What follows belongs to an exercise in optimizing a design on an open flow for small area and a short achievable clock period; a production flow would make more cautious choices. RTL that was checked went through simulation tests only; none was proved equivalent to the original.

== branch indigo ==
==> flow/design.v <==
module Top_module(
    First_Num,
    Second_Num,
    Target_Num,
    Clock,
    Reset,
    Result
    );
	input [31:0] First_Num;
	input [31:0] Second_Num;
	input [31:0] Target_Num;
	input Clock, Reset;
	output reg [1:0] Result;
	wire [31:0] m1 = ~(First_Num ^ Target_Num);  
	wire [31:0] x2 = Second_Num ^ Target_Num;     
	wire hit1 = &m1;
	wire hit2 = ~|x2;
	reg st_0_0;
	reg st_0_1;
	reg st_0_2;
	reg st_0_3;
	reg st_1_0;
	reg st_1_1;
	reg st_1_2;
	reg st_1_3;
	reg st_1_4;
	reg st_1_5;
	reg st_1_6;
	reg st_2_0;
	reg st_2_1;
	reg st_2_2;
	reg st_2_3;
	reg st_2_4;
	reg st_2_5;
	reg st_2_6;
	reg st_2_7;
	reg st_2_8;
	reg st_3_0;
	reg st_3_1;
	reg st_3_2;
	reg st_3_3;
	reg st_4_0;
	reg st_5_0;
	reg st_6_0;
	reg st_7_0;
	reg st_7_1;
	reg st_8_0;
	reg st_9_0;
	wire q1, q2;
	csa_fa u_q1 (.a(st_0_0), .b(st_0_1), .c(st_0_2), .s(q1), .co(q2));
	wire q3, q4;
	csa_fa u_q3 (.a(st_1_0), .b(st_1_1), .c(st_1_2), .s(q3), .co(q4));
	wire q5, q6;
	csa_fa u_q5 (.a(st_1_3), .b(st_1_4), .c(st_1_5), .s(q5), .co(q6));
	wire q7, q8;
	csa_fa u_q7 (.a(st_1_6), .b(q2), .c(q3), .s(q7), .co(q8));
	wire q9, q10;
	csa_fa u_q9 (.a(st_2_0), .b(st_2_1), .c(st_2_2), .s(q9), .co(q10));
	wire q11, q12;
	csa_fa u_q11 (.a(st_2_3), .b(st_2_4), .c(st_2_5), .s(q11), .co(q12));
	wire q13, q14;
	csa_fa u_q13 (.a(st_2_6), .b(st_2_7), .c(st_2_8), .s(q13), .co(q14));
	wire q15, q16;
	csa_fa u_q15 (.a(q4), .b(q6), .c(q11), .s(q15), .co(q16));
	wire q17, q18;
	csa_fa u_q17 (.a(q13), .b(q9), .c(q8), .s(q17), .co(q18));
	wire q19, q20;
	csa_fa u_q19 (.a(st_3_0), .b(st_3_1), .c(st_3_2), .s(q19), .co(q20));
	wire q21, q22;
	csa_fa u_q21 (.a(st_3_3), .b(q10), .c(q12), .s(q21), .co(q22));
	wire q23, q24;
	csa_fa u_q23 (.a(q14), .b(q19), .c(q16), .s(q23), .co(q24));
	wire q25 = q21 ^ q18;
	wire q26 = q21 & q18;
	wire q27, q28;
	csa_fa u_q27 (.a(st_4_0), .b(q20), .c(q22), .s(q27), .co(q28));
	wire q29 = q24 ^ q27;
	wire q30 = q24 & q27;
	wire q31 = st_5_0 ^ q28;
	wire q32 = st_5_0 & q28;
	wire n1, n2;
	csa_fa u_n1 (.a(st_0_3), .b(q1), .c(m1[0]), .s(n1), .co(n2));
	wire n3, n4;
	csa_fa u_n3 (.a(m1[10]), .b(m1[11]), .c(m1[12]), .s(n3), .co(n4));
	wire n5, n6;
	csa_fa u_n5 (.a(m1[13]), .b(m1[14]), .c(m1[15]), .s(n5), .co(n6));
	wire n7, n8;
	csa_fa u_n7 (.a(m1[16]), .b(m1[17]), .c(m1[18]), .s(n7), .co(n8));
	wire n9, n10;
	csa_fa u_n9 (.a(m1[19]), .b(m1[1]), .c(m1[20]), .s(n9), .co(n10));
	wire n11, n12;
	csa_fa u_n11 (.a(m1[21]), .b(m1[22]), .c(m1[23]), .s(n11), .co(n12));
	wire n13, n14;
	csa_fa u_n13 (.a(m1[24]), .b(m1[25]), .c(m1[26]), .s(n13), .co(n14));
	wire n15, n16;
	csa_fa u_n15 (.a(m1[27]), .b(m1[28]), .c(m1[29]), .s(n15), .co(n16));
	wire n17, n18;
	csa_fa u_n17 (.a(m1[2]), .b(m1[30]), .c(m1[31]), .s(n17), .co(n18));
	wire n19, n20;
	csa_fa u_n19 (.a(m1[3]), .b(m1[4]), .c(m1[5]), .s(n19), .co(n20));
	wire n21, n22;
	csa_fa u_n21 (.a(m1[6]), .b(m1[7]), .c(m1[8]), .s(n21), .co(n22));
	wire n23, n24;
	csa_fa u_n23 (.a(m1[9]), .b(x2[0]), .c(x2[10]), .s(n23), .co(n24));
	wire n25, n26;
	csa_fa u_n25 (.a(x2[11]), .b(x2[12]), .c(x2[13]), .s(n25), .co(n26));
	wire n27, n28;
	csa_fa u_n27 (.a(x2[14]), .b(x2[15]), .c(x2[16]), .s(n27), .co(n28));
	wire n29, n30;
	csa_fa u_n29 (.a(x2[17]), .b(x2[18]), .c(x2[19]), .s(n29), .co(n30));
	wire n31, n32;
	csa_fa u_n31 (.a(x2[1]), .b(x2[20]), .c(x2[21]), .s(n31), .co(n32));
	wire n33, n34;
	csa_fa u_n33 (.a(x2[22]), .b(x2[23]), .c(x2[24]), .s(n33), .co(n34));
	wire n35, n36;
	csa_fa u_n35 (.a(x2[25]), .b(x2[26]), .c(x2[27]), .s(n35), .co(n36));
	wire n37, n38;
	csa_fa u_n37 (.a(x2[28]), .b(x2[29]), .c(x2[2]), .s(n37), .co(n38));
	wire n39, n40;
	csa_fa u_n39 (.a(x2[30]), .b(x2[31]), .c(x2[3]), .s(n39), .co(n40));
	wire n41, n42;
	csa_fa u_n41 (.a(x2[4]), .b(x2[5]), .c(x2[6]), .s(n41), .co(n42));
	wire n43, n44;
	csa_fa u_n43 (.a(x2[7]), .b(x2[8]), .c(x2[9]), .s(n43), .co(n44));
	wire n45, n46;
	csa_fa u_n45 (.a(n1), .b(n11), .c(n13), .s(n45), .co(n46));
	wire n47, n48;
	csa_fa u_n47 (.a(n15), .b(n17), .c(n19), .s(n47), .co(n48));
	wire n49, n50;
	csa_fa u_n49 (.a(n21), .b(n23), .c(n25), .s(n49), .co(n50));
	wire n51, n52;
	csa_fa u_n51 (.a(n27), .b(n29), .c(n3), .s(n51), .co(n52));
	wire n53, n54;
	csa_fa u_n53 (.a(n31), .b(n33), .c(n35), .s(n53), .co(n54));
	wire n55, n56;
	csa_fa u_n55 (.a(n37), .b(n39), .c(n41), .s(n55), .co(n56));
	wire n57, n58;
	csa_fa u_n57 (.a(n43), .b(n5), .c(n7), .s(n57), .co(n58));
	wire n59, n60;
	csa_fa u_n59 (.a(n9), .b(n45), .c(n47), .s(n59), .co(n60));
	wire n61, n62;
	csa_fa u_n61 (.a(n49), .b(n51), .c(n53), .s(n61), .co(n62));
	wire n63, n64;
	csa_fa u_n63 (.a(q5), .b(q7), .c(n10), .s(n63), .co(n64));
	wire n65, n66;
	csa_fa u_n65 (.a(n12), .b(n14), .c(n16), .s(n65), .co(n66));
	wire n67, n68;
	csa_fa u_n67 (.a(n18), .b(n2), .c(n20), .s(n67), .co(n68));
	wire n69, n70;
	csa_fa u_n69 (.a(n22), .b(n24), .c(n26), .s(n69), .co(n70));
	wire n71, n72;
	csa_fa u_n71 (.a(n28), .b(n30), .c(n32), .s(n71), .co(n72));
	wire n73, n74;
	csa_fa u_n73 (.a(n34), .b(n36), .c(n38), .s(n73), .co(n74));
	wire n75, n76;
	csa_fa u_n75 (.a(n4), .b(n40), .c(n42), .s(n75), .co(n76));
	wire n77, n78;
	csa_fa u_n77 (.a(n44), .b(n6), .c(n8), .s(n77), .co(n78));
	wire n79, n80;
	csa_fa u_n79 (.a(n46), .b(n48), .c(n50), .s(n79), .co(n80));
	wire n81, n82;
	csa_fa u_n81 (.a(n52), .b(n54), .c(n56), .s(n81), .co(n82));
	wire n83, n84;
	csa_fa u_n83 (.a(n58), .b(n63), .c(n65), .s(n83), .co(n84));
	wire n85, n86;
	csa_fa u_n85 (.a(n67), .b(n69), .c(n71), .s(n85), .co(n86));
	wire n87, n88;
	csa_fa u_n87 (.a(n73), .b(n75), .c(n77), .s(n87), .co(n88));
	wire n89, n90;
	csa_fa u_n89 (.a(q15), .b(q17), .c(n64), .s(n89), .co(n90));
	wire n91, n92;
	csa_fa u_n91 (.a(n66), .b(n68), .c(n70), .s(n91), .co(n92));
	wire n93, n94;
	csa_fa u_n93 (.a(n72), .b(n74), .c(n76), .s(n93), .co(n94));
	wire n95 = q23 ^ q25;
	wire n96 = q23 & q25;
	wire n97, n98;
	csa_fa u_n97 (.a(q26), .b(q29), .c(n96), .s(n97), .co(n98));
	wire n99, n100;
	csa_fa u_n99 (.a(q30), .b(q31), .c(n98), .s(n99), .co(n100));
	wire n101, n102;
	csa_fa u_n101 (.a(st_6_0), .b(q32), .c(n100), .s(n101), .co(n102));
	wire n103 = st_7_0 ^ st_7_1;
	wire n104 = st_7_0 & st_7_1;
	wire n105 = st_8_0 ^ n104;
	wire n106 = st_8_0 & n104;
	wire n107 = st_9_0 ^ n106;
	wire [9:0] tot = {st_9_0, st_8_0, st_7_0, st_6_0, q30, q26, q23, q15, q5, st_0_3} + {1'b0, 1'b0, st_7_1, q32, q31, q29, q25, q17, q7, q1};
	wire d_neg  = tot[9];
	wire d_zero = ~|tot;
	reg [3:0] cnt;
	always @(posedge Clock or posedge Reset) begin
		if (Reset) begin
			st_0_0 <= 1'b0;
			st_0_1 <= 1'b0;
			st_0_2 <= 1'b0;
			st_0_3 <= 1'b0;
			st_1_0 <= 1'b0;
			st_1_1 <= 1'b0;
			st_1_2 <= 1'b0;
			st_1_3 <= 1'b0;
			st_1_4 <= 1'b0;
			st_1_5 <= 1'b0;
			st_1_6 <= 1'b0;
			st_2_0 <= 1'b0;
			st_2_1 <= 1'b0;
			st_2_2 <= 1'b0;
			st_2_3 <= 1'b0;
			st_2_4 <= 1'b0;
			st_2_5 <= 1'b0;
			st_2_6 <= 1'b0;
			st_2_7 <= 1'b0;
			st_2_8 <= 1'b0;
			st_3_0 <= 1'b0;
			st_3_1 <= 1'b0;
			st_3_2 <= 1'b0;
			st_3_3 <= 1'b0;
			st_4_0 <= 1'b0;
			st_5_0 <= 1'b1;
			st_6_0 <= 1'b1;
			st_7_0 <= 1'b1;
			st_7_1 <= 1'b0;
			st_8_0 <= 1'b0;
			st_9_0 <= 1'b1;
		end else begin
			st_0_0 <= n55;
			st_0_1 <= n57;
			st_0_2 <= n59;
			st_0_3 <= n61;
			st_1_0 <= n60;
			st_1_1 <= n62;
			st_1_2 <= n79;
			st_1_3 <= n81;
			st_1_4 <= n83;
			st_1_5 <= n85;
			st_1_6 <= n87;
			st_2_0 <= n78;
			st_2_1 <= n80;
			st_2_2 <= n82;
			st_2_3 <= n84;
			st_2_4 <= n86;
			st_2_5 <= n88;
			st_2_6 <= n89;
			st_2_7 <= n91;
			st_2_8 <= n93;
			st_3_0 <= n90;
			st_3_1 <= n92;
			st_3_2 <= n94;
			st_3_3 <= n95;
			st_4_0 <= n97;
			st_5_0 <= n99;
			st_6_0 <= n101;
			st_7_0 <= n102;
			st_7_1 <= n103;
			st_8_0 <= n105;
			st_9_0 <= n107;
		end
	end
	always @(posedge Clock or posedge Reset) begin
		if (Reset) begin
			Result <= 2'b00;
			cnt <= 4'd0;
		end else begin
			cnt <= cnt + 4'd1;
			if (Result == 2'b00) begin
				if (hit1 | hit2)
					Result <= {hit2, hit1};
				else if (cnt[3] & cnt[0])  
					Result <= {d_neg | d_zero, ~d_neg};
			end
		end
	end
endmodule
module csa_fa(a, b, c, s, co);
	input a, b, c;
	output s, co;
	assign s = a ^ b ^ c;
	assign co = (a & b) | (a & c) | (b & c);
endmodule
clock: 10.0 ns
lec_check: 0
cap_margin: 20
core_margin: 2
core_utilization: 40
slew_margin: 20
synth_hierarchical: 1
standard.sh (not shown) runs the stock make flow with config.mk's settings and CLKGATE_MAP_FILE= SYNTH_SCRIPT=/design/flow/synth_recipe.tcl, a recipe that flattens the netlist after the stock synthesis.
==> flow/flow/run.sh <==
#!/bin/bash
# Standard ORFS layout (the standard.sh), except that:
# - the port buffers are the platform's smallest plain buffer instead of the
#   delay buffer buffer_ports picks by default (every port still gets one);
# - clock tree synthesis uses small clock buffers and adds no dummy loads.
set -euo pipefail
bash standard.sh \
  "BUFFER_PORTS_ARGS=-buffer_cell sky130_fd_sc_hd__buf_1" \
  "CTS_ARGS=-sink_clustering_enable -repair_clock_nets -dont_use_dummy_load -buf_list {sky130_fd_sc_hd__clkbuf_4 sky130_fd_sc_hd__clkbuf_8}" \
  finish > standard_make.log 2>&1
Inputs modified between branch indigo and branch quartz:
--- a/flow/design.v
+++ b/flow/design.v
@@ -40,11 +40,11 @@
 	reg st_3_2;
 	reg st_3_3;
 	reg st_4_0;
 	reg st_5_0;
+	reg st_5_1;
 	reg st_6_0;
 	reg st_7_0;
-	reg st_7_1;
 	reg st_8_0;
 	reg st_9_0;
 	wire q1, q2;
 	csa_fa u_q1 (.a(st_0_0), .b(st_0_1), .c(st_0_2), .s(q1), .co(q2));
@@ -75,10 +75,10 @@
 	wire q27, q28;
 	csa_fa u_q27 (.a(st_4_0), .b(q20), .c(q22), .s(q27), .co(q28));
 	wire q29 = q24 ^ q27;
 	wire q30 = q24 & q27;
-	wire q31 = st_5_0 ^ q28;
-	wire q32 = st_5_0 & q28;
+	wire q31, q32;
+	csa_fa u_q31 (.a(st_5_0), .b(st_5_1), .c(q28), .s(q31), .co(q32));
 	wire n1, n2;
 	csa_fa u_n1 (.a(st_0_3), .b(q1), .c(m1[0]), .s(n1), .co(n2));
 	wire n3, n4;
 	csa_fa u_n3 (.a(m1[10]), .b(m1[11]), .c(m1[12]), .s(n3), .co(n4));
@@ -175,18 +175,18 @@
 	wire n95 = q23 ^ q25;
 	wire n96 = q23 & q25;
 	wire n97, n98;
 	csa_fa u_n97 (.a(q26), .b(q29), .c(n96), .s(n97), .co(n98));
-	wire n99, n100;
-	csa_fa u_n99 (.a(q30), .b(q31), .c(n98), .s(n99), .co(n100));
+	wire n99 = q30 ^ q31;
+	wire n100 = q30 & q31;
 	wire n101, n102;
 	csa_fa u_n101 (.a(st_6_0), .b(q32), .c(n100), .s(n101), .co(n102));
-	wire n103 = st_7_0 ^ st_7_1;
-	wire n104 = st_7_0 & st_7_1;
+	wire n103 = st_7_0 ^ n102;
+	wire n104 = st_7_0 & n102;
 	wire n105 = st_8_0 ^ n104;
 	wire n106 = st_8_0 & n104;
 	wire n107 = st_9_0 ^ n106;
-	wire [9:0] tot = {st_9_0, st_8_0, st_7_0, st_6_0, q30, q26, q23, q15, q5, st_0_3} + {1'b0, 1'b0, st_7_1, q32, q31, q29, q25, q17, q7, q1};
+	wire [9:0] tot = {st_9_0, st_8_0, st_7_0, st_6_0, q30, q26, q23, q15, q5, st_0_3} + {1'b0, 1'b0, 1'b0, q32, q31, q29, q25, q17, q7, q1};
 	wire d_neg  = tot[9];
 	wire d_zero = ~|tot;
 	reg [3:0] cnt;
 	always @(posedge Clock or posedge Reset) begin
@@ -216,11 +216,11 @@
 			st_3_2 <= 1'b0;
 			st_3_3 <= 1'b0;
 			st_4_0 <= 1'b0;
 			st_5_0 <= 1'b1;
+			st_5_1 <= 1'b0;
 			st_6_0 <= 1'b1;
 			st_7_0 <= 1'b1;
-			st_7_1 <= 1'b0;
 			st_8_0 <= 1'b0;
 			st_9_0 <= 1'b1;
 		end else begin
 			st_0_0 <= n55;
@@ -247,12 +247,12 @@
 			st_3_1 <= n92;
 			st_3_2 <= n94;
 			st_3_3 <= n95;
 			st_4_0 <= n97;
-			st_5_0 <= n99;
+			st_5_0 <= n98;
+			st_5_1 <= n99;
 			st_6_0 <= n101;
-			st_7_0 <= n102;
-			st_7_1 <= n103;
+			st_7_0 <= n103;
 			st_8_0 <= n105;
 			st_9_0 <= n107;
 		end
 	end
Findings:
Going from branch indigo to branch quartz, fmax shrank slightly. Sort branch indigo and branch quartz by sequential share of layout area, descending, and branch quartz comes first. | post-synthesis adder-cell area fraction | branch quartz vs branch indigo | 0.88 points higher |. Capturing instance or port of the critical path: Result[1]$_DFFE_PP0P_ -> branch quartz, st_0_3$_DFF_PP0_ -> branch indigo. On worst-case setup slack after placement, the higher figure sits with branch quartz, not branch indigo. Looking at final worst slack across branch indigo and branch quartz, the one that comes out lower is branch quartz. Compared with branch indigo, branch quartz shows hold slack lower by 0.0072 ns. Relative to branch indigo, the routed wire length measured on branch quartz has decreased by a few percent.
No functional check of the RTL was part of branch indigo.

## afterwards: timing with drivers on the ports
In the flow no input, the clock included, has a driving cell. The finished layouts below were timed again as built, in two steps.
Step 1: set_driving_cell puts a clkbuf_16 on Clock and a buf_2 on each other input, an assumption about the parent block.
Step 2, shift: input delay + t, output delay - t, t = (earliest + latest rising clock arrival at the registers) / 2. This alone moves slack from input paths to output paths.
Three values: no drivers, after step 1, after step 2; two values: the first two.
| run | t (ns) | setup WS [ns] | hold WS [ns] | slew at the worst register clock pin (ns) | pins driven straight from the clock port |
|---|---|---|---|---|---|
| branch indigo | 0.302 | 6.148 / 6.154 / 5.852 | 0.475 / 0.475 / 0.475 | 0.07 / 0.07 | 1 |
| branch quartz | 0.306 | 6.103 / 6.103 / 5.845 | 0.467 / 0.467 / 0.467 | 0.07 / 0.07 | 1 |
After both steps setup and hold are still met in every run listed. For branch indigo, which loses most, drivers alone change the setup slack by +0.006 ns; drivers and shift together by -0.296 ns.
